Background: an optimization exercise with open tools, aiming at small area and a short achievable clock period. Do not read the settings as production practice.
Function was checked by simulation only, so behaviour that the tests miss may differ from the original.
Power and IR drop assume default switching activity.

**design.v**
```verilog
module sirv_gnrl_dffl # (
  parameter DW = 32
)(
  input lden,
  input [DW-1:0] dnxt,
  output [DW-1:0] qout,
  input clk
);
reg [DW-1:0] qout_r;
always @(posedge clk) begin: DFFL_PROC
  if (lden == 1'b1)
    qout_r <= dnxt;
end
assign qout = qout_r;
endmodule
module e203_exu_alu_dpath(
  input alu_req_alu,
  input alu_req_alu_add,
  input alu_req_alu_sub,
  input alu_req_alu_xor,
  input alu_req_alu_sll,
  input alu_req_alu_srl,
  input alu_req_alu_sra,
  input alu_req_alu_or,
  input alu_req_alu_and,
  input alu_req_alu_slt,
  input alu_req_alu_sltu,
  input alu_req_alu_lui,
  input [32-1:0] alu_req_alu_op1,
  input [32-1:0] alu_req_alu_op2,
  output [32-1:0] alu_req_alu_res,
  input bjp_req_alu,
  input [32-1:0] bjp_req_alu_op1,
  input [32-1:0] bjp_req_alu_op2,
  input bjp_req_alu_cmp_eq,
  input bjp_req_alu_cmp_ne,
  input bjp_req_alu_cmp_lt,
  input bjp_req_alu_cmp_gt,
  input bjp_req_alu_cmp_ltu,
  input bjp_req_alu_cmp_gtu,
  input bjp_req_alu_add,
  output bjp_req_alu_cmp_res,
  output [32-1:0] bjp_req_alu_add_res,
  input agu_req_alu,
  input [32-1:0] agu_req_alu_op1,
  input [32-1:0] agu_req_alu_op2,
  input agu_req_alu_swap,
  input agu_req_alu_add,
  input agu_req_alu_and,
  input agu_req_alu_or,
  input agu_req_alu_xor,
  input agu_req_alu_max,
  input agu_req_alu_min,
  input agu_req_alu_maxu,
  input agu_req_alu_minu,
  output [32-1:0] agu_req_alu_res,
  input agu_sbf_0_ena,
  input [32-1:0] agu_sbf_0_nxt,
  output [32-1:0] agu_sbf_0_r,
  input agu_sbf_1_ena,
  input [32-1:0] agu_sbf_1_nxt,
  output [32-1:0] agu_sbf_1_r,
  input clk,
  input rst_n
);
localparam W = 32;
wire alu = alu_req_alu;
wire bjp = bjp_req_alu;
wire agu = agu_req_alu;
wire op_sub = (alu & (alu_req_alu_sub | alu_req_alu_slt | alu_req_alu_sltu))
            | (bjp & ~bjp_req_alu_add)
            | (agu & (agu_req_alu_max | agu_req_alu_min | agu_req_alu_maxu | agu_req_alu_minu));
wire e_c = (alu & (alu_req_alu_add | alu_req_alu_sub | alu_req_alu_lui))
         | (bjp & bjp_req_alu_add)
         | (agu & (agu_req_alu_add | agu_req_alu_swap));
wire op_or  = (alu & alu_req_alu_or)  | (agu & agu_req_alu_or);
wire op_and = (alu & alu_req_alu_and) | (agu & agu_req_alu_and);
wire op_xor = (alu & alu_req_alu_xor) | (agu & agu_req_alu_xor);
wire e_g = op_or | op_and;
wire e_p = ~(e_c | op_or | op_xor);
wire op_unsigned = (alu & alu_req_alu_sltu)
                 | (bjp & (bjp_req_alu_cmp_ltu | bjp_req_alu_cmp_gtu))
                 | (agu & (agu_req_alu_maxu | agu_req_alu_minu));
wire op_slt  = alu & (alu_req_alu_slt | alu_req_alu_sltu);
wire op_maxs = agu & (agu_req_alu_max | agu_req_alu_maxu);
wire op_mins = agu & (agu_req_alu_min | agu_req_alu_minu);
wire a_alu = alu & ~alu_req_alu_lui;
wire a_agu = agu & ~agu_req_alu_swap;
wire [W-1:0] a = ({W{a_alu}} & alu_req_alu_op1) | ({W{bjp}} & bjp_req_alu_op1) | ({W{a_agu}} & agu_req_alu_op1);
wire [W-1:0] b = ({W{alu}} & alu_req_alu_op2) | ({W{bjp}} & bjp_req_alu_op2) | ({W{agu}} & agu_req_alu_op2);
wire [W-1:0] bx = b ^ {W{op_sub}};
wire [W-1:0] p  = a ^ bx;
wire [W-1:0] g  = a & bx;
wire [W-1:0] G0 = {g[W-1:1], g[0] | (p[0] & op_sub)};
wire [W-1:0] P0 = p;
wire [W-1:0] Gout;
wire pg_g0_1 = G0[1] | (P0[1] & G0[0]);
wire pg_g0_3 = G0[3] | (P0[3] & G0[2]);
wire pg_p0_3 = P0[3] & P0[2];
wire pg_g0_5 = G0[5] | (P0[5] & G0[4]);
wire pg_p0_5 = P0[5] & P0[4];
wire pg_g0_7 = G0[7] | (P0[7] & G0[6]);
wire pg_p0_7 = P0[7] & P0[6];
wire pg_g0_9 = G0[9] | (P0[9] & G0[8]);
wire pg_p0_9 = P0[9] & P0[8];
wire pg_g0_11 = G0[11] | (P0[11] & G0[10]);
wire pg_p0_11 = P0[11] & P0[10];
wire pg_g0_13 = G0[13] | (P0[13] & G0[12]);
wire pg_p0_13 = P0[13] & P0[12];
wire pg_g0_15 = G0[15] | (P0[15] & G0[14]);
wire pg_p0_15 = P0[15] & P0[14];
wire pg_g0_17 = G0[17] | (P0[17] & G0[16]);
wire pg_p0_17 = P0[17] & P0[16];
wire pg_g0_19 = G0[19] | (P0[19] & G0[18]);
wire pg_p0_19 = P0[19] & P0[18];
wire pg_g0_21 = G0[21] | (P0[21] & G0[20]);
wire pg_p0_21 = P0[21] & P0[20];
wire pg_g0_23 = G0[23] | (P0[23] & G0[22]);
wire pg_p0_23 = P0[23] & P0[22];
wire pg_g0_25 = G0[25] | (P0[25] & G0[24]);
wire pg_p0_25 = P0[25] & P0[24];
wire pg_g0_27 = G0[27] | (P0[27] & G0[26]);
wire pg_p0_27 = P0[27] & P0[26];
wire pg_g0_29 = G0[29] | (P0[29] & G0[28]);
wire pg_p0_29 = P0[29] & P0[28];
wire pg_g0_31 = G0[31] | (P0[31] & G0[30]);
wire pg_p0_31 = P0[31] & P0[30];
wire pg_g1_3 = pg_g0_3 | (pg_p0_3 & pg_g0_1);
wire pg_g1_7 = pg_g0_7 | (pg_p0_7 & pg_g0_5);
wire pg_p1_7 = pg_p0_7 & pg_p0_5;
wire pg_g1_11 = pg_g0_11 | (pg_p0_11 & pg_g0_9);
wire pg_p1_11 = pg_p0_11 & pg_p0_9;
wire pg_g1_15 = pg_g0_15 | (pg_p0_15 & pg_g0_13);
wire pg_p1_15 = pg_p0_15 & pg_p0_13;
wire pg_g1_19 = pg_g0_19 | (pg_p0_19 & pg_g0_17);
wire pg_p1_19 = pg_p0_19 & pg_p0_17;
wire pg_g1_23 = pg_g0_23 | (pg_p0_23 & pg_g0_21);
wire pg_p1_23 = pg_p0_23 & pg_p0_21;
wire pg_g1_27 = pg_g0_27 | (pg_p0_27 & pg_g0_25);
wire pg_p1_27 = pg_p0_27 & pg_p0_25;
wire pg_g1_31 = pg_g0_31 | (pg_p0_31 & pg_g0_29);
wire pg_p1_31 = pg_p0_31 & pg_p0_29;
wire pg_g2_7 = pg_g1_7 | (pg_p1_7 & pg_g1_3);
wire pg_g2_15 = pg_g1_15 | (pg_p1_15 & pg_g1_11);
wire pg_p2_15 = pg_p1_15 & pg_p1_11;
wire pg_g2_23 = pg_g1_23 | (pg_p1_23 & pg_g1_19);
wire pg_p2_23 = pg_p1_23 & pg_p1_19;
wire pg_g2_31 = pg_g1_31 | (pg_p1_31 & pg_g1_27);
wire pg_p2_31 = pg_p1_31 & pg_p1_27;
wire pg_g3_15 = pg_g2_15 | (pg_p2_15 & pg_g2_7);
wire pg_g3_31 = pg_g2_31 | (pg_p2_31 & pg_g2_23);
wire pg_p3_31 = pg_p2_31 & pg_p2_23;
wire pg_g4_31 = pg_g3_31 | (pg_p3_31 & pg_g3_15);
wire pg_g5_23 = pg_g2_23 | (pg_p2_23 & pg_g3_15);
wire pg_g6_11 = pg_g1_11 | (pg_p1_11 & pg_g2_7);
wire pg_g6_19 = pg_g1_19 | (pg_p1_19 & pg_g3_15);
wire pg_g6_27 = pg_g1_27 | (pg_p1_27 & pg_g5_23);
wire pg_g7_5 = pg_g0_5 | (pg_p0_5 & pg_g1_3);
wire pg_g7_9 = pg_g0_9 | (pg_p0_9 & pg_g2_7);
wire pg_g7_13 = pg_g0_13 | (pg_p0_13 & pg_g6_11);
wire pg_g7_17 = pg_g0_17 | (pg_p0_17 & pg_g3_15);
wire pg_g7_21 = pg_g0_21 | (pg_p0_21 & pg_g6_19);
wire pg_g7_25 = pg_g0_25 | (pg_p0_25 & pg_g5_23);
wire pg_g7_29 = pg_g0_29 | (pg_p0_29 & pg_g6_27);
wire pg_g8_2 = G0[2] | (P0[2] & pg_g0_1);
wire pg_g8_4 = G0[4] | (P0[4] & pg_g1_3);
wire pg_g8_6 = G0[6] | (P0[6] & pg_g7_5);
wire pg_g8_8 = G0[8] | (P0[8] & pg_g2_7);
wire pg_g8_10 = G0[10] | (P0[10] & pg_g7_9);
wire pg_g8_12 = G0[12] | (P0[12] & pg_g6_11);
wire pg_g8_14 = G0[14] | (P0[14] & pg_g7_13);
wire pg_g8_16 = G0[16] | (P0[16] & pg_g3_15);
wire pg_g8_18 = G0[18] | (P0[18] & pg_g7_17);
wire pg_g8_20 = G0[20] | (P0[20] & pg_g6_19);
wire pg_g8_22 = G0[22] | (P0[22] & pg_g7_21);
wire pg_g8_24 = G0[24] | (P0[24] & pg_g5_23);
wire pg_g8_26 = G0[26] | (P0[26] & pg_g7_25);
wire pg_g8_28 = G0[28] | (P0[28] & pg_g6_27);
wire pg_g8_30 = G0[30] | (P0[30] & pg_g7_29);
assign Gout[0] = G0[0];
assign Gout[1] = pg_g0_1;
assign Gout[2] = pg_g8_2;
assign Gout[3] = pg_g1_3;
assign Gout[4] = pg_g8_4;
assign Gout[5] = pg_g7_5;
assign Gout[6] = pg_g8_6;
assign Gout[7] = pg_g2_7;
assign Gout[8] = pg_g8_8;
assign Gout[9] = pg_g7_9;
assign Gout[10] = pg_g8_10;
assign Gout[11] = pg_g6_11;
assign Gout[12] = pg_g8_12;
assign Gout[13] = pg_g7_13;
assign Gout[14] = pg_g8_14;
assign Gout[15] = pg_g3_15;
assign Gout[16] = pg_g8_16;
assign Gout[17] = pg_g7_17;
assign Gout[18] = pg_g8_18;
assign Gout[19] = pg_g6_19;
assign Gout[20] = pg_g8_20;
assign Gout[21] = pg_g7_21;
assign Gout[22] = pg_g8_22;
assign Gout[23] = pg_g5_23;
assign Gout[24] = pg_g8_24;
assign Gout[25] = pg_g7_25;
assign Gout[26] = pg_g8_26;
assign Gout[27] = pg_g6_27;
assign Gout[28] = pg_g8_28;
assign Gout[29] = pg_g7_29;
assign Gout[30] = pg_g8_30;
assign Gout[31] = pg_g4_31;
wire [W:0] c = {Gout, op_sub};
wire [W-1:0] x = (c[W-1:0] & {W{e_c}}) | (g & {W{e_g}}) | (p & {W{e_p}});
wire [W-1:0] sum_res = p ^ x;
wire ult = ~c[W];
wire lt  = ult ^ (~op_unsigned & (a[W-1] ^ b[W-1]));
wire eq  = &p;
assign bjp_req_alu_cmp_res = (bjp_req_alu_cmp_eq & eq)
                           | (bjp_req_alu_cmp_ne & ~eq)
                           | ((bjp_req_alu_cmp_lt | bjp_req_alu_cmp_ltu) & lt)
                           | ((bjp_req_alu_cmp_gt | bjp_req_alu_cmp_gtu) & ~lt);
wire sel_a = (op_maxs & ~lt) | (op_mins & lt);
wire sel_b = (op_maxs & lt) | (op_mins & ~lt);
wire [W-1:0] mm_res = (a & {W{sel_a}}) | (b & {W{sel_b}});
wire [4:0] sh = alu_req_alu_op2[4:0];
wire [W-1:0] sh_res;
e203_alu_shifter u_sh(.alu(alu), .sll(alu_req_alu_sll), .srl(alu_req_alu_srl), .sra(alu_req_alu_sra),
                      .a(alu_req_alu_op1), .sh(sh), .sh_res(sh_res));
assign alu_req_alu_res     = sum_res | sh_res | {{W-1{1'b0}}, op_slt & lt};
assign agu_req_alu_res     = sum_res | mm_res;
assign bjp_req_alu_add_res = sum_res;
sirv_gnrl_dffl #(W) sbf_0_dffl(agu_sbf_0_ena, agu_sbf_0_nxt, agu_sbf_0_r, clk);
sirv_gnrl_dffl #(W) sbf_1_dffl(agu_sbf_1_ena, agu_sbf_1_nxt, agu_sbf_1_r, clk);
endmodule
module e203_alu_shifter(
  input alu, input sll, input srl, input sra,
  input [31:0] a, input [4:0] sh,
  output [31:0] sh_res
);
localparam W = 32;
genvar lv, i;
wire op_shift = alu & (sll | srl | sra);
wire op_right = alu & (srl | sra);
wire fill = alu & sra & a[W-1];
wire [W-1:0] shin;
generate for (i = 0; i < W; i = i + 1) begin : g_rin
  assign shin[i] = op_right ? a[W-1-i] : a[i];
end endgenerate
wire [W-1:0] sl [0:5];
assign sl[0] = shin;
generate
  for (lv = 0; lv < 5; lv = lv + 1) begin : g_sl
    assign sl[lv+1] = sh[lv] ? {sl[lv][W-1-(1<<lv):0], {(1<<lv){fill}}} : sl[lv];
  end
endgenerate
generate for (i = 0; i < W; i = i + 1) begin : g_rout
  assign sh_res[i] = op_shift & (op_right ? sl[5][W-1-i] : sl[5][i]);
end endgenerate
endmodule
```
**flow/run.sh**
```bash
#!/bin/bash
# Layout flow: the standard flow (standard.sh) with these changes:
#  - synthesis is the standard script (synth_recipe.tcl: same passes, then
#    flatten and renames) except for the ABC mapping scripts (see synth.tcl);
#  - every port gets a buffer, as standard, but the plain buf_1 rather than
#    the delay cell buffer_ports picks by default;
#  - extra make variables for the layout steps, if flow/make_args.txt exists
#    (e.g. letting timing repair resize cells across footprints);
#  - clock tree options from flow/cts_args.txt, if it exists.
set -euo pipefail
HERE=$(pwd)
export BUFFER_PORTS_ARGS="-buffer_cell sky130_fd_sc_hd__buf_1"
export MY_ABC_SCRIPT="$HERE/flow/abc.script"
if [[ -f "$HERE/flow/abc_sh.script" ]]; then
  # modules kept apart until the end of synthesis and mapped with abc_sh.script
  export MY_ABC_SCRIPT_SH="$HERE/flow/abc_sh.script"
  export SYNTH_KEEP_MODULES="$(cat "$HERE/flow/keep_modules.txt")"
fi
make -C "$FLOW_HOME" DESIGN_CONFIG="$HERE/config.mk" WORK_HOME="$HERE/orfs" CLKGATE_MAP_FILE= \
  SYNTH_SCRIPT="$HERE/flow/synth.tcl" synth > "$HERE/synth_make.log" 2>&1
unset SYNTH_KEEP_MODULES MY_ABC_SCRIPT MY_ABC_SCRIPT_SH
# clock tree options, if flow/cts_args.txt exists (replaces ORFS's defaults)
if [[ -f "$HERE/flow/cts_args.txt" ]]; then
  export CTS_ARGS="$(cat "$HERE/flow/cts_args.txt")"
fi
EXTRA=()
if [[ -f "$HERE/flow/make_args.txt" ]]; then
  read -r -a EXTRA < "$HERE/flow/make_args.txt"
fi
bash standard.sh "${EXTRA[@]}" finish > "$HERE/standard_flow.log" 2>&1
```
**flow/abc.script**
```
strash
dch -f
map
topo
buffer
upsize
dnsize
```
**flow/abc_sh.script**
```
strash
&get -n
&fraig -x
&put
scorr
dc2
strash
&get -n
&dch -f
&nf -R 1000
&put
buffer
upsize
dnsize
```
**flow/cts_args.txt**
```
-sink_clustering_enable -repair_clock_nets -buf_list sky130_fd_sc_hd__clkbuf_4 -dont_use_dummy_load -sink_clustering_size 16 -sink_clustering_max_diameter 100
```
**flow/keep_modules.txt**
```
e203_alu_shifter
```
**flow/make_args.txt**
```
MATCH_CELL_FOOTPRINT=0
```
**flow/synth.tcl**
```tcl
# synth_recipe.tcl, with ABC's mapping script replaced: flow/abc.script for the
# top module and, when the design keeps a shifter module apart
# (SYNTH_KEEP_MODULES), flow/abc_sh.script for that module. Everything is
# flattened at the end exactly as synth_recipe.tcl does.
proc synth {args} { yosys synth -nofsm -noshare {*}$args }
proc abc {args} {
  set i [lsearch -exact $args -script]
  set top $args
  lset top [expr {$i + 1}] $::env(MY_ABC_SCRIPT)
  if {[info exists ::env(MY_ABC_SCRIPT_SH)] && [info exists ::env(SYNTH_KEEP_MODULES)]} {
    set sh $args
    lset sh [expr {$i + 1}] $::env(MY_ABC_SCRIPT_SH)
    foreach m $::env(SYNTH_KEEP_MODULES) { yosys abc {*}$sh $m }
    yosys abc {*}$top $::env(DESIGN_NAME)
  } else {
    yosys abc {*}$top
  }
}
source $::env(SCRIPTS_DIR)/synth.tcl
# left out here: clear keep_hierarchy, flatten, clean up, hide names made inside functions, write 1_2_yosys.v
```
**standard.sh**
```bash
#!/bin/bash
# synth_recipe.tcl (not shown) runs the flow's synth.tcl, then flattens the netlist and writes it again
# the make line also repeats each setting of config.mk as NAME=value (left out here)
make -C /OpenROAD-flow-scripts/flow DESIGN_CONFIG=/design/flow/config.mk WORK_HOME=/design/flow/orfs CLKGATE_MAP_FILE= SYNTH_SCRIPT=/design/flow/synth_recipe.tcl "${@:-finish}"
```
**config.mk**
```make
export PLATFORM = sky130hd
export DESIGN_NAME = e203_exu_alu_dpath
export DESIGN_NICKNAME = e203_exu_alu_dpath
export VERILOG_FILES = /design/flow/design.v
export SDC_FILE = /design/flow/constraint.sdc
export NUM_CORES = 4
export LEC_CHECK = 0
export CAP_MARGIN = 20
export CORE_MARGIN = 2
export CORE_UTILIZATION = 40
export CTS_BUF_LIST = sky130_fd_sc_hd__clkbuf_8
export SETUP_SLACK_MARGIN = 1.2
export SLEW_MARGIN = 20
```
**constraint.sdc**
```tcl
create_clock -name core_clock -period 8.5 [get_ports {clk}]
set_input_delay 1.7000 -clock core_clock [delete_from_list [all_inputs] [get_ports {clk}]]
set_output_delay 1.7000 -clock core_clock [all_outputs]
set_load 0.01 [all_outputs]
```
==> flow_summary.yaml, run 1 <==
floorplan:
  coreArea_sq_um: 20820
  die-area_sq_um: 22220
  fp.dieH_um: 149.1
  die_w_um: 149.1
  io_pins: 451
  num_rows: 53
  start_util: 0.4042
worst_setup_path:
  cpMostUsedCell: "nand2_1"
  cp_slowest_cell: "a22oi_1"
  crit_arrival_ps: 5420
  cp_max_fo: 24
  max_stage_delay_ps: 560
  cp_cell_sequence: "clkbuf_2 -> inv_1 -> nor2_4 -> buf_4 -> a22oi_1 -> nand2_1 -> ha_1 -> a21oi_1 -> nor3_1 -> a2111o_1 -> a21oi_2 -> nand2_1 -> nand2_1 -> nand3b_1 -> nand2_4 -> buf_8 -> nand2_1 -> nand4_1 -> buf_1"
  start_kind: "input pin"
  critical_path_required_ps: 6800
  path_class: "in -> out"
  critPathCaptureType: "output pin"
sta:
  min_period_ps: 7122
  tns_ps: 0
  slew_headroom: 0.4947
  rsz0062_at_grt: "no"
  hold_viol_final: 0
  max_freq_mhz: 140.4
  worst_pin_slew_ps: 755.5
  slew_viol_final: 0
  setup_viol: 0
  holdWs_ps: 1450
  timing.final.crit_share: 0.8379
placement:
  post-place-cells: 1927
  portBuffers: 449
  gp_congestion: 0.9519
  dpl.hpwl_um: 33780
synth:
  async_reset_ff_frac: 0
  synth.distinct_cells: 59
  synth_compound_area_frac: 0.2600
  yosys.area_share.xor_xnor: 0.04370
  synth_top_family_by_area: "simple AND/OR/NAND/NOR gates"
  synth-edff-count: 64
  netlist_area_sq_um: 8417
  ys_seq_area_frac: 0.2283
  synth_simple_gate_area_frac: 0.2854
  muxShareOfSynthArea: 0.05798
  syn_avg_cell_area_sq_um: 6.701
  syn-num-nets: 1578
  synth_flop_cell: "edfxtp_1"
  synthCells: 1256
  synth_fa_ha_area_frac: 0.04757
  ys_ff_latch: 64
  yosysWarnings: 2
global_routing:
  grt_max_degree: 67
  grt.total_usage: 0.3487
  grt_antenna_before_repair: 3
  grt_pass1_vias: 9882
  grt_pass1_wl_um: 58300
  grt_overflow: 0
cts:
  cts_htree_levels: 3
  clkTransAtPathRegs_ps: 110
  cts_tree: "built"
  clock-root-buffer: "clkbuf_4"
  cts_sinks: 64
  cts_buffers: 9
  clock_path_buffers: 2
routing:
  detail_route.wl_per_cell_um: 21.11
  drc_errors: 0
  detail-route-antenna-nets: 0
  wirelength_um: 40940
  vias: 10900
  dr.pass1.iters: 5
  drt_iter0_markers: 1030
  vias_per_cell: 5.616
pwr:
  totalPowerFinal_mw: 1.743
  cellLeakagePower_nw: 4.346
  power.density_nw_per_um2: 165.2
  ir_drop_mv: 0.1154
outcome:
  status: "no timing/DRC/antenna violations"
finish:
  layout.cells.non_filler: 1940
  fill_cells: 2301
  regArea_sq_um: 1922
  drive_above_1_share: 0.05108
  utilization: 0.5065
  multiInputGateArea_sq_um: 5918
  finalNetCount: 1988
  syn_to_final_growth_pct: 25.30
flow_run:
  drv_cap: 0
worst_hold_path:
  hp-class: "in -> reg"
[cell usage in the layout, fill, tap and decap left out, types with 5 or more instances in the layout]
cell      netlist  routed
a22oi_1        73      73
nor3_1         15      14
xor2_1         41      41
o22ai_1         8       8
nand4_1        16      16
o31ai_1         5       5
nand3_1        74      73
edfxtp_1       64      64
ha_1           32      32
nand3b_1       15      15
o21ai_0       106     106
or2_2          15      15
nor2_1        123     122
clkbuf_2        0       5
buf_1           6     443
a21oi_1        75      74
a211oi_1        7       6
buf_4           4      23
clkbuf_4        0      10
mux2i_1        45      45
o21a_1         18      17
o211ai_1        7       7
inv_1          80      80
nand2_1       294     293
o21ai_1         8       6
[routing by layer]
metal  wire length [um]  track usage  vias to the layer above
li1                   -            -                     5217
met1              16040       0.4565                     4975
met2              18910       0.5555                      609
met3               4340      0.08532                       90
met4               1632       0.1333                        4
met5                 16            0                        -
[cells by family (layout without fill, tap and decap cells)]
group	Yosys count	in the layout
flip-flops	64	64
other	0	1
adder cells (fa/ha/maj)	32	32
buffers and inverters	160	568
AO/OA/AOI/OAI	345	345
AND/OR/NAND/NOR	565	565
multiplexers	48	48
XOR/XNOR	42	42
[per-module statistics from Yosys (local to each module, per instance)]
module,area [sq um],cells
e203_alu_shifter,2286,434
e203_exu_alu_dpath,6131,822
[where the power goes]
group	internal [mW]	total [mW]	leakage (nW)	switching, mW
clock	0.0491	0.139	0.0414	0.0897
combinational	0.397	1.22	3.68	0.825
sequential	0.375	0.382	0.626	0.00750
[cell usage after synthesis, types with 3 or more instances]
cell       instances  share of area
xor2_1            41          0.043
nand3_1           74          0.044
nand3b_1          15          0.013
a22o_1             3         0.0031
o21ai_1            8         0.0048
or2_2             15          0.011
nand4_1           16          0.012
a211oi_1           7         0.0062
a21oi_1           75          0.045
o21a_1            18          0.016
ha_1              32          0.048
o21bai_1           3         0.0027
o31ai_1            5         0.0045
a22oi_1           73          0.065
o22ai_1            8         0.0059
nor2_1           123          0.055
o2111ai_1          4         0.0042
a31oi_2            3         0.0045
mux2i_1           45          0.054
inv_1             80          0.036
buf_4              4         0.0036
o211ai_1           7         0.0062
nor3_1            15         0.0089
clkbuf_1          48          0.021
buf_1              6         0.0027
buf_2             20          0.012
nand2_1          294           0.13
or3_1              4         0.0030
o21ai_0          106          0.063
edfxtp_1          64           0.23
[flip-flops by register name, indices dropped and copies added, names as in the netlist]
name               flops
sbf_1_dffl.qout_r     32
sbf_0_dffl.qout_r     32
[area by class of cell]
type                            instances  share of cell area
Tap cell                              275             0.03263
Multi-Input combinational cell       1032              0.5612
Clock buffer                            9            0.006406
Inverter                               81             0.02883
Antenna cell                            1           0.0002373
Timing Repair Buffer                  478              0.1885
Sequential cell                        64              0.1822
[through the flow]
| stage | area, sq um | worst slack (ps) |
|---|---|---|
| after floorplan | 8417 | 2036 |
| after global placement | 10350 | 986.8 |
| after detailed placement | 10350 | 906.5 |
| after CTS | 10450 | 1265 |
| after global routing | 10550 | 1227 |
| final | 10550 | 1378 |
[worst paths after layout]
kind	from	endpoint	cells after the start
worst min-delay path	agu_sbf_1_nxt[0]	sbf_1_dffl.qout_r[0]	1
worst max-delay path	alu_req_alu	agu_req_alu_res[28]	19
[worst max-delay path: cells and delay by family]
family | cells | cell delay, ps
compound gates | 4 | 1380
fa+ha+maj | 1 | 340
buf+inv | 5 | 950
simple gates | 9 | 1030
[timing repair]
| item | 4_1_cts | 5_1_grt |
|---|---|---|
| gates resized for setup | 6 | 11 |
| pin swaps | 0 | 1 |
| gates cloned | 0 | 1 |
| hold buffers | 0 | 0 |
| setup endpoints to repair | 26 | 42 |
| buffers inserted | 0 | 2 |
==> run 2, diff against run 1 <==
--- a/design.v
+++ b/design.v
@@ -225,6 +225,5 @@
 wire [4:0] sh = alu_req_alu_op2[4:0];
-wire [W-1:0] sh_res;
 e203_alu_shifter u_sh(.alu(alu), .sll(alu_req_alu_sll), .srl(alu_req_alu_srl), .sra(alu_req_alu_sra),
-                      .a(alu_req_alu_op1), .sh(sh), .sh_res(sh_res));
-assign alu_req_alu_res     = sum_res | sh_res | {{W-1{1'b0}}, op_slt & lt};
+                      .a(alu_req_alu_op1), .sh(sh), .base(sum_res | {{W-1{1'b0}}, op_slt & lt}),
+                      .res(alu_req_alu_res));
 assign agu_req_alu_res     = sum_res | mm_res;
@@ -237,3 +236,4 @@
   input [31:0] a, input [4:0] sh,
-  output [31:0] sh_res
+  input [31:0] base,
+  output [31:0] res
 );
@@ -241,19 +241,38 @@
 genvar lv, i;
-wire op_shift = alu & (sll | srl | sra);
+wire op_left  = alu & sll;
 wire op_right = alu & (srl | sra);
+wire op_shift = op_left | op_right;
 wire fill = alu & sra & a[W-1];
-wire [W-1:0] shin;
-generate for (i = 0; i < W; i = i + 1) begin : g_rin
-  assign shin[i] = op_right ? a[W-1-i] : a[i];
-end endgenerate
-wire [W-1:0] sl [0:5];
-assign sl[0] = shin;
+wire [W-1:0] st [0:5];
+assign st[0] = a;
 generate
-  for (lv = 0; lv < 5; lv = lv + 1) begin : g_sl
-    assign sl[lv+1] = sh[lv] ? {sl[lv][W-1-(1<<lv):0], {(1<<lv){fill}}} : sl[lv];
+  for (lv = 0; lv < 5; lv = lv + 1) begin : g_st
+    localparam integer K = 1 << lv;
+    localparam INV = lv & 1;             
+    wire l = op_left & sh[lv];
+    wire r = op_right & sh[lv];
+    wire n = ~sh[lv];
+    wire f = INV ? ~fill : fill;         
+    for (i = 0; i < W; i = i + 1) begin : g_b
+      wire from_r = (i + K < W) ? st[lv][i+K] : f;
+      if (i >= K) begin : g_mid
+        e203_aoi222 u(.a0(l), .b0(st[lv][i-K]), .a1(r), .b1(from_r), .a2(n), .b2(st[lv][i]), .y(st[lv+1][i]));
+      end else if (INV) begin : g_lo_inv
+        e203_aoi221 u(.a0(r), .b0(from_r), .a1(n), .b1(st[lv][i]), .c(l), .y(st[lv+1][i]));
+      end else begin : g_lo
+        e203_aoi22 u(.a0(r), .b0(from_r), .a1(n), .b1(st[lv][i]), .y(st[lv+1][i]));
+      end
+    end
   end
 endgenerate
-generate for (i = 0; i < W; i = i + 1) begin : g_rout
-  assign sh_res[i] = op_shift & (op_right ? sl[5][W-1-i] : sl[5][i]);
-end endgenerate
-endmodule
+assign res = base | ({W{op_shift}} & ~st[5]);
+endmodule
+module e203_aoi222(input a0, input b0, input a1, input b1, input a2, input b2, output y);
+assign y = ~((a0 & b0) | (a1 & b1) | (a2 & b2));
+endmodule
+module e203_aoi221(input a0, input b0, input a1, input b1, input c, output y);
+assign y = ~((a0 & b0) | (a1 & b1) | c);
+endmodule
+module e203_aoi22(input a0, input b0, input a1, input b1, output y);
+assign y = ~((a0 & b0) | (a1 & b1));
+endmodule
--- a/flow/run.sh
+++ b/flow/run.sh
@@ -7,4 +7,3 @@
 #  - extra make variables for the layout steps, if flow/make_args.txt exists
-#    (e.g. letting timing repair resize cells across footprints);
-#  - clock tree options from flow/cts_args.txt, if it exists.
+#    (e.g. letting timing repair resize cells across footprints).
 set -euo pipefail
@@ -21,6 +20,2 @@
 unset SYNTH_KEEP_MODULES MY_ABC_SCRIPT MY_ABC_SCRIPT_SH
-# clock tree options, if flow/cts_args.txt exists (replaces ORFS's defaults)
-if [[ -f "$HERE/flow/cts_args.txt" ]]; then
-  export CTS_ARGS="$(cat "$HERE/flow/cts_args.txt")"
-fi
 EXTRA=()
==> flow/abc_sh.script (replaced) <==
strash
&get -n
&fraig -x
&put
scorr
dc2
strash
&get -n
&dch -f
&nf -R 1000
&put
==> flow/keep_modules.txt (replaced) <==
e203_alu_shifter e203_aoi222 e203_aoi221 e203_aoi22
--- a/config.mk
+++ b/config.mk
@@ -11,3 +11,3 @@
 export CTS_BUF_LIST = sky130_fd_sc_hd__clkbuf_8
-export SETUP_SLACK_MARGIN = 1.2
+export SETUP_SLACK_MARGIN = 1.6
 export SLEW_MARGIN = 20
removed: flow/cts_args.txt
==> run 2 against run 1 <==
Net effect: count of clock-buffer cells in the layout stayed put; largest cell class unchanged; combinational power rose by 9%; sequential cell count unchanged; utilization increased by 6.5 points; via count rose by 1.7%; routed wire length grew 1.3%; highest routed layer is now met4; synthesized cell count fell by 21%; power increased by 17%; maximum frequency is 3.0% higher.
==> flow_summary.yaml, run 2 <==
outcome:
  status: "no timing/DRC/antenna violations"
global_routing:
  grt_pass1_wl_um: 55920
  grt_overflow: 0
  grt_max_degree: 67
  grt.total_usage: 0.3612
  grt_antenna_before_repair: 0
  grt_pass1_vias: 9501
floorplan:
  fp.dieH_um: 143.5
  start_util: 0.4038
  coreArea_sq_um: 19270
  io_pins: 451
  die-area_sq_um: 20590
  die_w_um: 143.5
  num_rows: 51
sta:
  rsz0062_at_grt: "yes"
  worst_pin_slew_ps: 1141
  min_period_ps: 6914
  max_freq_mhz: 144.6
  slew_viol_final: 0
  tns_ps: 0
  timing.final.crit_share: 0.8134
  hold_viol_final: 0
  slew_headroom: 0.2392
  setup_viol: 0
synth:
  yosys.area_share.xor_xnor: 0.04502
  synth_top_family_by_area: "compound AO/OA/AOI/OAI gates"
  synth_simple_gate_area_frac: 0.2032
  ys_ff_latch: 64
  yosys-top-cells-count: "231 x nand2_1, 129 x a222oi_1, 96 x a22oi_1"
  synthCells: 995
  netlist_area_sq_um: 7782
  muxShareOfSynthArea: 0.002572
  netlist.area_leader.share: 0.2469
  syn_avg_cell_area_sq_um: 7.822
  syn-num-nets: 1317
  synth_most_common_cell: "nand2_1"
  synth_fa_ha_area_frac: 0.05145
  synth-edff-count: 64
  synth_compound_area_frac: 0.3963
  yosysWarnings: 2
  synth_flop_cell: "edfxtp_1"
  synth_area_leader_cell: "edfxtp_1"
  ys_seq_area_frac: 0.2469
  async_reset_ff_frac: 0
  ys_top_cells_by_area: "edfxtp_1 25%, a222oi_1 17%, nand2_1 11%"
  synth.distinct_cells: 50
worst_setup_path:
  path_class: "in -> out"
  cp_slowest_cell: "a222oi_1"
  critical_path_required_ps: 6800
  cpMostUsedCell: "a222oi_1"
  start_kind: "input pin"
  crit_arrival_ps: 5210
  cp.buffers_inverters: 4
  cp_num_cells: 11
  max_stage_delay_ps: 650
  path_delay_family: "compound AO/OA/AOI/OAI gates"
  critPathCaptureType: "output pin"
  cp_max_fo: 22
  cp_cell_sequence: "buf_6 -> buf_12 -> and3_1 -> buf_4 -> a222oi_1 -> a222oi_1 -> a222oi_1 -> a222oi_1 -> a222oi_1 -> o21bai_1 -> buf_1"
finish:
  syn_to_final_growth_pct: 41.45
  fill_cells: 1931
  antenna_cells: 0
  multiInputGateArea_sq_um: 5787
  design_area_sq_um: 11010
  top_regs: "sbf_0_dffl.qout_r: 32 flops, sbf_1_dffl.qout_r: 32 flops"
  final_cell_mix: "432 x buf_1, 223 x nand2_1, 129 x a222oi_1"
  regArea_sq_um: 1922
  drive_above_1_share: 0.1140
  finalNetCount: 1808
  layout_commonest_cell: "buf_1"
routing:
  detail_route.wl_per_cell_um: 23.62
  dr.pass1.iters: 17
  vias_per_cell: 6.311
  drt_iter0_markers: 1895
  wirelength_um: 41470
  drc_errors: 0
  vias: 11080
  detail-route-antenna-nets: 0
cts:
  clock_path_buffers: 2
  cts_htree_levels: 3
  cts_tree: "built"
  cts_sinks: 64
  clkTransAtPathRegs_ps: 80
  cts_buffers: 9
  clock-root-buffer: "clkbuf_8"
worst_hold_path:
  hp-class: "in -> reg"
  min_path_cells: 1
  hold_start: "agu_sbf_0_nxt[12]"
  whs_endpoint: "sbf_0_dffl.qout_r[12]"
flow_run:
  drv_cap: 0
pwr:
  p_int_mw: 1.044
  p_seq_frac: 0.187
  clkPwrFrac: 0.159
  cellLeakagePower_nw: 4.179
  switching_share: 0.4876
  ir_drop_mv: 0.1591
  p_switching_mw: 0.9939
  p_comb_frac: 0.654
  power.density_nw_per_um2: 185.2
placement:
  place_area_sq_um: 9863
  portBuffers: 449
  dpl.hpwl_um: 31350
  gp_congestion: 1.021
## run 2: final cells by class
| class | count | share of cell area |
|---|---|---|
| Sequential cell | 64 | 0.1746 |
| Multi-Input combinational cell | 827 | 0.5257 |
| Timing Repair Buffer | 518 | 0.2236 |
| Clock buffer | 9 | 0.01125 |
| Tap cell | 265 | 0.03012 |
| Clock inverter | 7 | 0.01137 |
| Inverter | 66 | 0.02341 |
## run 2: kinds of logic (layout without fill, tap and decap cells)
family / Yosys count / after routing
simple gates: 367 / 369
buf+inv: 106 / 600
fa+ha+maj: 32 / 32
xor+xnor: 40 / 40
mux: 2 / 2
flops: 64 / 64
compound gates: 384 / 384
## run 2: routing by layer
metal  global-route usage  part of all wire
met5                    0                 0
met4               0.2038             0.059
met3              0.07564              0.11
met2               0.5927              0.47
met1               0.4403              0.36
## run 2: power groups by stage
stage	combinational (mW)	sequential, mW	clock [mW]
detailed placement	1.16	0.389	0
global route	1.42	0.384	0.343
floorplan	0.690	0.402	0
finish	1.33	0.381	0.324
global placement	1.16	0.387	0
CTS	1.22	0.382	0.331
## run 2: modules after synthesis (local to each module, per instance)
module | cells | area, sq um
e203_alu_shifter | 51 | 342.8
e203_aoi22 | 1 | 7.507
e203_aoi221 | 1 | 8.758
e203_aoi222 | 1 | 10.01
e203_exu_alu_dpath | 784 | 5903
## run 2: timing repair
item	4_1_cts	5_1_grt
endpoints found under the setup margin	79	77
gates resized for setup	36	94
cloned	2	5
hold buffers	0	0
pin swaps	10	24
buffers inserted	17	20
## run 2: worst max path at each step
stage,startpoint,end,slack (ps)
after floorplan,agu_req_alu_max,alu_req_alu_res[23],1950
after global placement,agu_req_alu,agu_req_alu_res[31],790
after detailed placement,agu_req_alu,agu_req_alu_res[31],750
after CTS,alu_req_alu,alu_req_alu_res[30],1590
after global routing,agu_req_alu_minu,alu_req_alu_res[21],1490
final,alu_req_alu,alu_req_alu_res[25],1590
## run 2: per-stage QoR
stage	hold slack [ps]	cells	total power, mW	setup WS, ps	util
finish	1523	1756	2.038	1586	0.5712
floorplan	1799	995	1.093	1951	-
CTS	1503	1731	1.928	1585	0.5417
global route	1501	1756	2.146	1493	0.5712
detailed placement	1871	1696	1.550	751.1	0.5118
global placement	1867	1696	1.542	785.4	0.5118
==> run 3, diff against run 2 <==
--- a/config.mk
+++ b/config.mk
@@ -11,3 +11,3 @@
 export CTS_BUF_LIST = sky130_fd_sc_hd__clkbuf_8
-export SETUP_SLACK_MARGIN = 1.6
+export SETUP_SLACK_MARGIN = 1.2
 export SLEW_MARGIN = 20
==> run 3 against run 2 <==
Net effect: critical path type unchanged; die area stayed put; largest cell class unchanged; design area shrank 5.7%; global-route usage down 0.72 points; synthesized area is the same; first-iteration DRC count down 14%; synthesized cell count is the same; worst hold slack got worse by 0.90 ps; non-clock buffer count fell by 33; sequential power about the same; cell count is 1.9% lower; sequential share of layout area rose by 1.0 points.
==> flow_summary.yaml, run 3 <==
synth:
  synthCells: 995
  synth-edff-count: 64
  ys_seq_area_frac: 0.2469
  netlist_area_sq_um: 7782
  async_reset_ff_frac: 0
  yosysWarnings: 2
  netlist.area_leader.share: 0.2469
  synth.distinct_cells: 50
  synth_flop_cell: "edfxtp_1"
  yosys-top-cells-count: "231 x nand2_1, 129 x a222oi_1, 96 x a22oi_1"
  ys_ff_latch: 64
  syn_avg_cell_area_sq_um: 7.822
  ys_top_cells_by_area: "edfxtp_1 25%, a222oi_1 17%, nand2_1 11%"
  synth_most_common_cell: "nand2_1"
  syn-num-nets: 1317
  synth_area_leader_cell: "edfxtp_1"
routing:
  detail_route.wl_per_cell_um: 22.85
  drc_errors: 0
  drt_iter0_markers: 1638
  dr.pass1.iters: 22
  vias_per_cell: 6.220
  wirelength_um: 39350
  vias: 10710
  detail-route-antenna-nets: 0
worst_setup_path:
  crit_arrival_ps: 5440
  startpoint: "agu_req_alu_minu"
  path_delay_family: "compound AO/OA/AOI/OAI gates"
  cp_cell_sequence: "buf_1 -> o21ai_4 -> o21a_1 -> nand2_4 -> buf_12 -> xor2_1 -> ha_1 -> nand2_1 -> nor3_2 -> nand4_1 -> o21bai_4 -> a21boi_1 -> o21ai_0 -> a22oi_1 -> or2_2 -> nand2_1 -> o21bai_2 -> buf_1"
  cp.buffers_inverters: 3
  cp_max_fo: 17
  cp_slowest_cell: "ha_1"
  critPathCaptureType: "output pin"
  critical_path_required_ps: 6800
  max_stage_delay_ps: 330
  path_class: "in -> out"
  start_kind: "input pin"
placement:
  gp_congestion: 1.021
  portBuffers: 449
  dpl.hpwl_um: 31350
cts:
  cts_sinks: 64
  clkTransAtPathRegs_ps: 80
  clock-root-buffer: "clkbuf_8"
  cts_buffers: 9
  clock_path_buffers: 2
  cts_tree: "built"
  cts_htree_levels: 3
sta:
  timing.final.crit_share: 0.8399
  slew_viol_final: 0
  worst_pin_slew_ps: 1156
  tns_ps: 0
  holdWs_ps: 1522
  hold_viol_final: 0
  min_period_ps: 7140
  setup_viol: 0
  slew_headroom: 0.2290
  max_freq_mhz: 140.1
  rsz0062_at_grt: "yes"
finish:
  fill_cells: 1992
  final_cell_mix: "445 x buf_1, 230 x nand2_1, 129 x a222oi_1"
  finalNetCount: 1774
  drive_above_1_share: 0.06040
  antenna_cells: 0
  syn_to_final_growth_pct: 33.42
  layout_commonest_cell: "buf_1"
  top_regs: "sbf_0_dffl.qout_r: 32 flops, sbf_1_dffl.qout_r: 32 flops"
floorplan:
  die-area_sq_um: 20590
  start_util: 0.4038
  io_pins: 451
  fp.dieH_um: 143.5
  coreArea_sq_um: 19270
  num_rows: 51
  die_w_um: 143.5
worst_hold_path:
  hp-class: "in -> reg"
  hold_start: "agu_sbf_0_nxt[11]"
pwr:
  cellLeakagePower_nw: 3.883
  ir_drop_mv: 0.1586
  power.density_nw_per_um2: 186.2
  totalPowerFinal_mw: 1.934
global_routing:
  grt_pass1_wl_um: 54930
  grt_max_degree: 67
  grt_antenna_before_repair: 0
  grt_overflow: 0
  grt_pass1_vias: 9378
  grt.total_usage: 0.3540
flow_run:
  drv_cap: 0
outcome:
  status: "no timing/DRC/antenna violations"
-- run 3: cell counts after synthesis --
No cell type changed its count.
-- run 3: final cells by class --
class	instances	area, sq um	area share
clock buffers	9	123.9	0.01193
clock inverters	7	125.1	0.01205
inverters	66	251.5	0.02422
multi-input cells	826	5605	0.5398
flip-flops and latches	64	1922	0.1851
well taps	265	331.6	0.03193
repair buffers	485	2024	0.1950
-- run 3: per-stage QoR --
step | cell area, sq um | utilization | instances | setup WS (ps)
6_report | 10380 | 0.5388 | 1722 | 1360
3_3_place_gp | 9863 | 0.5118 | 1696 | 785.4
2_1_floorplan | 7782 | - | 995 | 1951
5_1_grt | 10380 | 0.5388 | 1722 | 1172
4_1_cts | 10170 | 0.5278 | 1712 | 1223
3_5_place_dp | 9863 | 0.5118 | 1696 | 751.1
-- run 3: final timing paths --
| kind | end | cells past startpoint | slack (ps) |
|---|---|---|---|
| worst min-delay path | sbf_0_dffl.qout_r[11] | 1 | 1520 |
| worst max-delay path | alu_req_alu_res[21] | 18 | 1360 |
-- run 3: per-layer routing --
| layer | vias to the layer above | wire (um) | track usage |
|---|---|---|---|
| li1 | 4970 | - | - |
| met1 | 4933 | 14610 | 0.4279 |
| met2 | 690 | 18410 | 0.5810 |
| met3 | 118 | 3966 | 0.07697 |
| met4 | 0 | 2355 | 0.2043 |
| met5 | - | 0 | 0 |
-- run 3: repair_timing --
item,4_1_cts,5_1_grt
gates resized for setup,12,29
endpoints found under the setup margin,47,58
cloned,0,1
hold buffers,0,0
buffers inserted,0,9
pin swaps,0,5
-- run 3: per-module statistics from Yosys (local to each module, per instance) --
module,cells inside,flip-flops and latches,copies in the design
e203_alu_shifter,51,0,1
e203_aoi22,1,0,21
e203_aoi221,1,0,10
e203_aoi222,1,0,129
e203_exu_alu_dpath,784,64,1
-- run 3: kinds of logic (layout without fill, tap and decap cells) --
family / count (synthesis) / in the layout / share of synthesized area
flip-flops: 64 / 64 / 0.2469
adder cells (fa/ha/maj): 32 / 32 / 0.05145
buffers and inverters: 106 / 567 / 0.05450
multiplexers: 2 / 2 / 0.002572
XOR/XNOR: 40 / 40 / 0.04502
AO/OA/AOI/OAI: 384 / 384 / 0.3963
AND/OR/NAND/NOR: 367 / 368 / 0.2032
-- run 3: power breakdown --
part	internal, mW	switching (mW)
sequential	0.375	0.00668
clock	0.198	0.126
combinational	0.410	0.818
==> run 4, diff against run 3 <==
--- a/config.mk
+++ b/config.mk
@@ -11,2 +11,3 @@
 export CTS_BUF_LIST = sky130_fd_sc_hd__clkbuf_8
+export PLACE_DENSITY = 0.45
 export SETUP_SLACK_MARGIN = 1.2
==> run 4 against run 3 <==
Net effect: critical path depth increased by 4; sequential share of layout area about the same; first-iteration DRC count increased by 1.2%; sequential power about the same; worst hold slack got worse by 7.9 ps; sequential cell count unchanged; routed wire length decreased by 2.5%; synthesized cell count unchanged; design area increased by 0.18%; utilization increased by 0.097 points; cell count increased by 0.29%; setup slack got worse by 27 ps; largest power group unchanged.
==> flow_summary.yaml, run 4 <==
finish:
  syn_to_final_growth_pct: 33.67
  final_cell_mix: "444 x buf_1, 226 x nand2_1, 129 x a222oi_1"
  top_regs: "sbf_0_dffl.qout_r: 32 flops, sbf_1_dffl.qout_r: 32 flops"
  drive_above_1_share: 0.06366
  finalNetCount: 1778
  layout_commonest_cell: "buf_1"
  fill_cells: 2039
worst_setup_path:
  path_class: "in -> out"
  max_stage_delay_ps: 350
  cp_slowest_cell: "nor4_2"
  cp_cell_sequence: "buf_1 -> o21ai_2 -> o211a_1 -> nand2_4 -> buf_8 -> xor2_1 -> ha_1 -> inv_1 -> nor3_1 -> a211oi_2 -> nor2_1 -> nor4_2 -> inv_1 -> a21oi_2 -> nand2_1 -> nand2_1 -> nand3b_1 -> buf_6 -> nand2_4 -> nand2_1 -> nand4_1 -> buf_1"
  cpMostUsedCell: "nand2_1"
  crit_arrival_ps: 5470
  critical_path_required_ps: 6800
  critPathCaptureType: "output pin"
  cp_max_fo: 13
  start_kind: "input pin"
synth:
  syn-num-nets: 1317
  synth_fa_ha_area_frac: 0.05145
  synth_most_common_cell: "nand2_1"
  synth_simple_gate_area_frac: 0.2032
  synth_top_family_by_area: "compound AO/OA/AOI/OAI gates"
  yosysWarnings: 2
  syn_avg_cell_area_sq_um: 7.822
  muxShareOfSynthArea: 0.002572
  yosys.area_share.xor_xnor: 0.04502
  netlist.area_leader.share: 0.2469
  ys_top_cells_by_area: "edfxtp_1 25%, a222oi_1 17%, nand2_1 11%"
  async_reset_ff_frac: 0
  yosys-top-cells-count: "231 x nand2_1, 129 x a222oi_1, 96 x a22oi_1"
  ys_ff_latch: 64
  netlist_area_sq_um: 7782
  synth_area_leader_cell: "edfxtp_1"
  synth_compound_area_frac: 0.3963
  synth.distinct_cells: 50
  synth_flop_cell: "edfxtp_1"
  synth-edff-count: 64
  synthCells: 995
  ys_seq_area_frac: 0.2469
routing:
  detail-route-antenna-nets: 0
  vias_per_cell: 6.211
  drt_iter0_markers: 1658
  drc_errors: 0
  top_layer: "met4"
  vias: 10730
  dr.pass1.iters: 10
  wirelength_um: 38370
  met3_length_um: 3376
  met1_length_um: 15870
  detail_route.wl_per_cell_um: 22.22
  routed-wl-met2_um: 17930
placement:
  portBuffers: 449
  gp_congestion: 0.9911
  dpl.hpwl_um: 30450
global_routing:
  grt_pass1_wl_um: 53320
  grt.total_usage: 0.3403
  grt_max_degree: 67
  grt_antenna_before_repair: 0
  grt_overflow: 0
  grt_pass1_vias: 9279
cts:
  cts_buffers: 9
  cts_sinks: 64
  clock-root-buffer: "clkbuf_8"
  postCtsHoldBufs: 0
  clock_path_buffers: 2
  clkTransAtPathRegs_ps: 70
  cts_tree: "built"
  cts_htree_levels: 3
pwr:
  cellLeakagePower_nw: 3.904
  ir_drop_mv: 0.1189
  power.density_nw_per_um2: 184.8
outcome:
  status: "no timing/DRC/antenna violations"
sta:
  slew_headroom: 0.2809
  holdWs_ps: 1514
  slew_viol_final: 0
  setup_viol: 0
  rsz0062_at_grt: "no"
  min_period_ps: 7167
  tns_ps: 0
  hold_viol_final: 0
  worst_pin_slew_ps: 1079
  timing.final.crit_share: 0.8431
  max_freq_mhz: 139.5
floorplan:
  num_rows: 51
  fp.dieH_um: 143.5
  coreArea_sq_um: 19270
  die_w_um: 143.5
  start_util: 0.4038
  die-area_sq_um: 20590
  io_pins: 451
flow_run:
  drv_cap: 0
worst_hold_path:
  hp-class: "in -> reg"
-- run 4: cell counts after synthesis --
Identical to the previous run, type by type.
-- run 4: layout make-up --
type                    count  area [sq um]  share of cell area
clock inverters             7         111.4             0.01070
flip-flops and latches     64          1922              0.1847
multi-input cells         828          5585              0.5369
well taps                 265         331.6             0.03187
repair buffers            487          2071              0.1991
clock buffers               9         123.9             0.01191
inverters                  66         255.2             0.02454
diodes                      1         2.502           0.0002406
-- run 4: power breakdown --
group	internal [mW]	switching, mW
clock	0.193	0.118
sequential	0.375	0.00575
combinational	0.411	0.819
-- run 4: kinds of logic (layout without fill, tap and decap cells) --
kind of cell,count (synthesis),in the layout
AOI/OAI and AO/OA,384,384
xor gates and xnor gates,40,40
adders and majority gates,32,32
buffers and inverters,106,569
DFF,64,64
muxes,2,2
other,0,1
and+or+nand+nor,367,370
-- run 4: critical path, delay by kind of cell --
kind,cells,cell delay [ps]
xor gates and xnor gates,1,150
and+or+nand+nor,10,1440
adders and majority gates,1,340
buffers and inverters,6,910
AOI/OAI and AO/OA,4,910
-- run 4: per-layer routing --
metal  track usage  up-vias
li1              -     4978
met1        0.4639     5023
met2        0.5624      655
met3       0.04898       71
met4       0.09391        0
met5             0        -
-- run 4: final timing paths --
kind / cells past startpoint / start / endpoint
max: 22 / agu_req_alu_max / agu_req_alu_res[21]
min: 1 / agu_sbf_1_nxt[9] / sbf_1_dffl.qout_r[9]
-- run 4: through the flow --
| step | utilization | power [mW] | cells | cell area [sq um] | worst slack [ps] |
|---|---|---|---|---|---|
| floorplan | - | 1.093 | 995 | 7782 | 1951 |
| global placement | 0.5117 | 1.550 | 1694 | 9861 | 702.1 |
| detailed placement | 0.5117 | 1.554 | 1694 | 9861 | 658.5 |
| CTS | 0.5287 | 1.875 | 1714 | 10190 | 1171 |
| global route | 0.5397 | 2.029 | 1726 | 10400 | 1173 |
| finish | 0.5398 | 1.922 | 1727 | 10400 | 1333 |
-- run 4: modules after synthesis (local to each module, per instance) --
module              flip-flops and latches  times used
e203_alu_shifter                         0           1
e203_aoi22                               0          21
e203_aoi222                              0         129
e203_aoi221                              0          10
e203_exu_alu_dpath                      64           1
-- run 4: what timing repair did --
item                       4_1_cts  5_1_grt
setup buffers                    4        9
pin swaps                        2        8
setup endpoints to repair       67       67
gates resized for setup         15       31
cloned                           0        3
==> run 5, diff against run 4 <==
--- a/config.mk
+++ b/config.mk
@@ -11,4 +11,3 @@
 export CTS_BUF_LIST = sky130_fd_sc_hd__clkbuf_8
-export PLACE_DENSITY = 0.45
-export SETUP_SLACK_MARGIN = 1.2
+export SETUP_SLACK_MARGIN = 1.4
 export SLEW_MARGIN = 20
==> run 5 against run 4 <==
Net effect: maximum frequency increased by 2.2%; combinational power about the same; power increased by 2.0%; design area increased by 1.7%; largest power group unchanged; global-route usage increased by 2.0 points; sequential power about the same; clock power increased by 4%; sequential cell count unchanged; sequential share of layout area decreased by 0.31 points.
==> flow_summary.yaml, run 5 <==
outcome:
  status: "no timing/DRC/antenna violations"
synth:
  synth-edff-count: 64
  ys_top_cells_by_area: "edfxtp_1 25%, a222oi_1 17%, nand2_1 11%"
  yosys-top-cells-count: "231 x nand2_1, 129 x a222oi_1, 96 x a22oi_1"
  netlist_area_sq_um: 7782
  synthCells: 995
  muxShareOfSynthArea: 0.002572
  syn-num-nets: 1317
  synth_most_common_cell: "nand2_1"
  syn_avg_cell_area_sq_um: 7.822
  yosysWarnings: 2
  synth_area_leader_cell: "edfxtp_1"
  async_reset_ff_frac: 0
  yosys.area_share.xor_xnor: 0.04502
  synth_fa_ha_area_frac: 0.05145
  synth_simple_gate_area_frac: 0.2032
  synth.distinct_cells: 50
  ys_ff_latch: 64
  ys_seq_area_frac: 0.2469
  synth_flop_cell: "edfxtp_1"
  netlist.area_leader.share: 0.2469
  synth_compound_area_frac: 0.3963
  synth_top_family_by_area: "compound AO/OA/AOI/OAI gates"
sta:
  tns_ps: 0
  hold_viol_final: 0
  slew_viol_final: 0
  min_period_ps: 7011
  rsz0062_at_grt: "yes"
  setup_viol: 0
  worst_pin_slew_ps: 1162
  timing.final.crit_share: 0.8248
  setup_slack_ps: 1489
  holdWs_ps: 1523
  max_freq_mhz: 142.6
  slew_headroom: 0.2253
worst_setup_path:
  start_kind: "input pin"
  path_class: "in -> out"
  cp_max_fo: 22
  critical_path_required_ps: 6800
  crit_arrival_ps: 5310
  startpoint: "alu_req_alu"
  critPathCaptureType: "output pin"
floorplan:
  num_rows: 51
  start_util: 0.4038
  coreArea_sq_um: 19270
  die_w_um: 143.5
  io_pins: 451
  fp.dieH_um: 143.5
  die-area_sq_um: 20590
finish:
  fill_cells: 1991
  final_cell_mix: "443 x buf_1, 230 x nand2_1, 129 x a222oi_1"
  antenna_cells: 0
  drive_above_1_share: 0.07807
  top_regs: "sbf_0_dffl.qout_r: 32 flops, sbf_1_dffl.qout_r: 32 flops"
  layout_commonest_cell: "buf_1"
  syn_to_final_growth_pct: 35.92
  finalNetCount: 1790
  design_area_sq_um: 10580
placement:
  gp_congestion: 1.021
  dp_slack_ps: 751.1
  place_area_sq_um: 9863
  portBuffers: 449
  dpl.hpwl_um: 31350
pwr:
  power.density_nw_per_um2: 185.4
  cellLeakagePower_nw: 3.986
  ir_drop_mv: 0.1591
global_routing:
  grt_antenna_before_repair: 0
  grt_overflow: 0
  grt.total_usage: 0.3606
  grt_pass1_wl_um: 55790
  grt_max_degree: 67
  grt_pass1_vias: 9461
cts:
  cts_sinks: 64
  cts_htree_levels: 3
  cts_tree: "built"
  cts_buffers: 9
  clock-root-buffer: "clkbuf_8"
  clock_path_buffers: 2
  postCtsHoldBufs: 0
  clkTransAtPathRegs_ps: 80
routing:
  detail-route-antenna-nets: 0
  vias: 10950
  drt_iter0_markers: 1844
  wirelength_um: 40170
  detail_route.wl_per_cell_um: 23.11
  drc_errors: 0
  vias_per_cell: 6.297
  dr.pass1.iters: 20
flow_run:
  drv_cap: 0
worst_hold_path:
  hp-class: "in -> reg"
  hold_start: "agu_sbf_0_nxt[12]"
run 5: cell counts after synthesis:
Identical to the previous run, type by type.
run 5: final cells by class:
type                    instances  area (sq um)  area share
clock inverters                 7         125.1     0.01183
inverters                      66         255.2     0.02413
clock buffers                   9         123.9     0.01171
multi-input cells             827          5640      0.5332
repair buffers                500          2180      0.2061
flip-flops and latches         64          1922      0.1817
well taps                     265         331.6     0.03135
run 5: what timing repair did:
action | 4_1_cts | 5_1_grt
resized for setup | 26 | 33
setup endpoints to repair | 69 | 64
pin swaps | 6 | 13
setup buffers | 12 | 11
gates cloned | 2 | 1
run 5: worst max-delay path, stage by stage:
cell and delay [ps]:
clkbuf_4 180, buf_12 180, and3_1 430, buf_4 300
a222oi_1 600, a222oi_1 290, a222oi_1 500, a222oi_1 200
a222oi_1 620, o21bai_1 150, buf_1 150
run 5: per-stage QoR:
stage	power (mW)	std cells	util
after detailed placement	1.550	1696	0.5118
after CTS	1.918	1726	0.5380
after global placement	1.542	1696	0.5118
after floorplan	1.093	995	-
final	1.961	1738	0.5489
after global routing	2.071	1738	0.5489
run 5: logic make-up after synthesis:
| family | after synthesis |
|---|---|
| AOI/OAI and AO/OA | 384 |
| and+or+nand+nor | 367 |
| buffers and inverters | 106 |
| DFF | 64 |
| xor gates and xnor gates | 40 |
| adders and majority gates | 32 |
| muxes | 2 |
run 5: path summary, 6_finish.rpt:
kind	to	slack (ps)	cells after the start
setup / recovery	alu_req_alu_res[25]	1490	11
hold / removal	sbf_0_dffl.qout_r[12]	1520	1
run 5: per-module statistics from Yosys, one instance, submodules excluded:
module              cells  area (sq um)
e203_exu_alu_dpath    784          5903
e203_alu_shifter       51         342.8
e203_aoi222             1         10.01
e203_aoi221             1         8.758
e203_aoi22              1         7.507
run 5: report_power, final:
group | internal [mW] | switching [mW]
Clock | 0.198 | 0.126
Combinational | 0.425 | 0.831
Sequential | 0.375 | 0.00662
run 5: per-layer routing:
metal / GRT usage / wire, um / vias up
met5: 0 / 0 / -
met4: 0.1992 / 2453 / 0
met3: 0.07298 / 4562 / 117
met2: 0.5947 / 18700 / 757
met1: 0.4405 / 14450 / 5074
li1: - / - / 4997
==> run 6, diff against run 5 <==
--- a/flow/run.sh
+++ b/flow/run.sh
@@ -7,3 +7,4 @@
 #  - extra make variables for the layout steps, if flow/make_args.txt exists
-#    (e.g. letting timing repair resize cells across footprints).
+#    (e.g. letting timing repair resize cells across footprints);
+#  - clock tree options from flow/cts_args.txt, if it exists.
 set -euo pipefail
@@ -20,2 +21,6 @@
 unset SYNTH_KEEP_MODULES MY_ABC_SCRIPT MY_ABC_SCRIPT_SH
+# clock tree options, if flow/cts_args.txt exists (replaces ORFS's defaults)
+if [[ -f "$HERE/flow/cts_args.txt" ]]; then
+  export CTS_ARGS="$(cat "$HERE/flow/cts_args.txt")"
+fi
 EXTRA=()
==> flow/cts_args.txt (new file) <==
-sink_clustering_enable -repair_clock_nets -buf_list sky130_fd_sc_hd__clkbuf_8 -dont_use_dummy_load
--- a/config.mk
+++ b/config.mk
@@ -11,3 +11,3 @@
 export CTS_BUF_LIST = sky130_fd_sc_hd__clkbuf_8
-export SETUP_SLACK_MARGIN = 1.4
+export SETUP_SLACK_MARGIN = 1.2
 export SLEW_MARGIN = 20
==> run 6 against run 5 <==
Net effect: still clean on timing, DRC and antenna; sequential power barely moved; sequential cell count did not move; die area did not move; sequential share of layout area rose by 0.56 points; global-route usage fell by 0.63 points; critical endpoint unchanged; largest power group unchanged.
==> flow_summary.yaml, run 6 <==
outcome:
  status: "no timing/DRC/antenna violations"
pwr:
  power.density_nw_per_um2: 175.7
  p_comb_frac: 0.680
  switching_share: 0.5122
  p_seq_frac: 0.212
  clkPwrFrac: 0.108
  p_switching_mw: 0.9230
  cellLeakagePower_nw: 3.823
  ir_drop_mv: 0.1303
  p_int_mw: 0.8792
  totalPowerFinal_mw: 1.802
worst_setup_path:
  start_kind: "input pin"
  cp_cell_sequence: "buf_1 -> clkinv_1 -> a222oi_1 -> a222oi_1 -> a222oi_1 -> a222oi_1 -> a222oi_1 -> o21bai_1 -> buf_1"
  critPathCaptureType: "output pin"
  cp_slowest_cell: "a222oi_1"
  path_delay_family: "compound AO/OA/AOI/OAI gates"
  path_class: "in -> out"
  max_stage_delay_ps: 920
  cpMostUsedCell: "a222oi_1"
  cp_num_cells: 9
  critical_path_required_ps: 6800
  cp_max_fo: 32
  crit_path_end: "alu_req_alu_res[25]"
  startpoint: "alu_req_alu_op2[0]"
  crit_arrival_ps: 5440
  cp.buffers_inverters: 3
cts:
  cts_buffers: 9
  clock_path_buffers: 2
  cts_htree_levels: 3
  cts_sinks: 64
  postCtsHoldBufs: 0
  cts_tree: "built"
  clkTransAtPathRegs_ps: 80
  clock-root-buffer: "clkbuf_8"
worst_hold_path:
  hp-class: "in -> reg"
  min_path_cells: 1
synth:
  syn_avg_cell_area_sq_um: 7.822
  synth_most_common_cell: "nand2_1"
  yosys-top-cells-count: "231 x nand2_1, 129 x a222oi_1, 96 x a22oi_1"
  ys_seq_area_frac: 0.2469
  ys_ff_latch: 64
  synth_area_leader_cell: "edfxtp_1"
  synthCells: 995
  netlist_area_sq_um: 7782
  async_reset_ff_frac: 0
  synth.distinct_cells: 50
  yosysWarnings: 2
  synth_flop_cell: "edfxtp_1"
  ys_top_cells_by_area: "edfxtp_1 25%, a222oi_1 17%, nand2_1 11%"
  syn-num-nets: 1317
  netlist.area_leader.share: 0.2469
  synth-edff-count: 64
placement:
  post-place-cells: 1696
  place_area_sq_um: 9863
  dp_slack_ps: 751.1
  gp_congestion: 1.021
  dpl.hpwl_um: 31350
  portBuffers: 449
finish:
  final_cell_mix: "445 x buf_1, 230 x nand2_1, 129 x a222oi_1"
  layout_commonest_cell: "buf_1"
  utilization: 0.5323
  layout.cells.non_filler: 1715
  regArea_sq_um: 1922
  antenna_cells: 0
  design_area_sq_um: 10260
  drive_above_1_share: 0.05586
  finalNetCount: 1774
  top_regs: "sbf_0_dffl.qout_r: 32 flops, sbf_1_dffl.qout_r: 32 flops"
  syn_to_final_growth_pct: 31.82
  multiInputGateArea_sq_um: 5605
  fill_cells: 2009
flow_run:
  drv_cap: 0
sta:
  holdWs_ps: 1519
  hold_viol_final: 0
  slew_viol_final: 0
  setup_viol: 0
  worst_pin_slew_ps: 1153
  max_freq_mhz: 140.0
  timing.final.crit_share: 0.8403
  rsz0062_at_grt: "yes"
  setup_slack_ps: 1357
  tns_ps: 0
  slew_headroom: 0.2316
  min_period_ps: 7143
routing:
  drc_errors: 0
  vias_per_cell: 6.240
  detail-route-antenna-nets: 0
  dr.pass1.iters: 14
  detail_route.wl_per_cell_um: 22.98
  drt_iter0_markers: 1672
  vias: 10700
  wirelength_um: 39410
global_routing:
  grt_antenna_before_repair: 0
  grt_overflow: 0
  grt.total_usage: 0.3543
  grt_pass1_wl_um: 54940
  grt_pass1_vias: 9366
  grt_max_degree: 67
floorplan:
  num_rows: 51
  coreArea_sq_um: 19270
  start_util: 0.4038
  die_w_um: 143.5
  io_pins: 451
  fp.dieH_um: 143.5
  die-area_sq_um: 20590
==> run 6: Yosys stat by module, one instance, submodules excluded <==
| module | area [sq um] | flops+latches |
|---|---|---|
| e203_aoi221 | 8.758 | 0 |
| e203_exu_alu_dpath | 5903 | 64 |
| e203_aoi22 | 7.507 | 0 |
| e203_aoi222 | 10.01 | 0 |
| e203_alu_shifter | 342.8 | 0 |
==> run 6: cell type report <==
cell class | instances | share of cell area
Sequential cell | 64 | 0.1873
Timing Repair Buffer | 485 | 0.1973
Clock buffer | 9 | 0.01207
Multi-Input combinational cell | 826 | 0.5464
Inverter | 66 | 0.02452
Tap cell | 265 | 0.03232
==> run 6: worst min-delay path by stage <==
stage                            endpoint  slack (ps)               from
floorplan            sbf_0_dffl.qout_r[0]        1800   agu_sbf_0_nxt[0]
global placement    sbf_1_dffl.qout_r[31]        1870  agu_sbf_1_nxt[31]
detailed placement   sbf_1_dffl.qout_r[0]        1870   agu_sbf_1_nxt[0]
CTS                 sbf_0_dffl.qout_r[10]        1500  agu_sbf_0_nxt[10]
global route        sbf_0_dffl.qout_r[13]        1500  agu_sbf_0_nxt[13]
finish              sbf_0_dffl.qout_r[12]        1520  agu_sbf_0_nxt[12]
==> run 6: power groups by stage <==
stage               Clock (mW)  Sequential, mW  Combinational [mW]
floorplan                    0           0.402               0.690
global placement             0           0.387                1.16
detailed placement           0           0.389                1.16
CTS                      0.199           0.382                1.17
global route             0.209           0.384                1.32
finish                   0.194           0.382                1.23
==> run 6: per-layer routing <==
layer | up-vias | global-route usage | wire length [um]
met5 | - | 0 | 0
met2 | 686 | 0.5817 | 18580
met4 | 0 | 0.2043 | 2159
met3 | 100 | 0.07831 | 3861
met1 | 4956 | 0.4274 | 14800
li1 | 4960 | - | -
==> run 6: kinds of logic (layout without fill, tap and decap cells) <==
logic type	count (synthesis)	count (layout)	synth area share
buffers and inverters	106	560	0.05450
muxes	2	2	0.002572
DFF	64	64	0.2469
adders and majority gates	32	32	0.05145
and+or+nand+nor	367	368	0.2032
xor gates and xnor gates	40	40	0.04502
AOI/OAI and AO/OA	384	384	0.3963
==> run 6: repair_timing <==
action,in CTS,in global routing
gates resized for setup,12,29
pin swaps,0,5
cloned,0,1
setup endpoints to repair,47,58
buffers inserted,0,9

## separate check: timing with driven ports
The results above use ideal ports. As a check the final layouts listed here were re-extracted and re-timed, cells and wires unchanged. Step 1 assumes that a clkbuf_16 drives the clock port and a buf_2 every other input. Step 2, shift: input delay + t, output delay - t, t = (earliest + latest rising clock arrival at the registers) / 2. This alone moves slack from input paths to output paths. Slacks: ideal / step 1 / step 2; pairs: ideal / step 1.
run | t, ns | slack for setup (ns) | hold slack, ns | worst setup path at the end | cell pins on the clock port's net
run 1 | 0.416 | 1.378 / 1.353 / 1.353 | 1.450 / 1.445 / 1.861 | input to output | 1
run 2 | 0.368 | 1.586 / 1.553 / 1.553 | 1.523 / 1.512 / 1.880 | input to output | 1
run 3 | 0.369 | 1.360 / 1.330 / 1.330 | 1.522 / 1.511 / 1.881 | input to output | 1
run 4 | 0.374 | 1.333 / 1.311 / 1.311 | 1.514 / 1.509 / 1.884 | input to output | 1
run 5 | 0.369 | 1.489 / 1.466 / 1.466 | 1.523 / 1.512 / 1.881 | input to output | 1
run 6 | 0.363 | 1.357 / 1.334 / 1.334 | 1.519 / 1.507 / 1.870 | input to output | 1
After both steps every run listed still meets setup and hold. The setup slack of run 2, which loses most, moves by -0.033 ns with the drivers and by -0.033 ns with both steps.
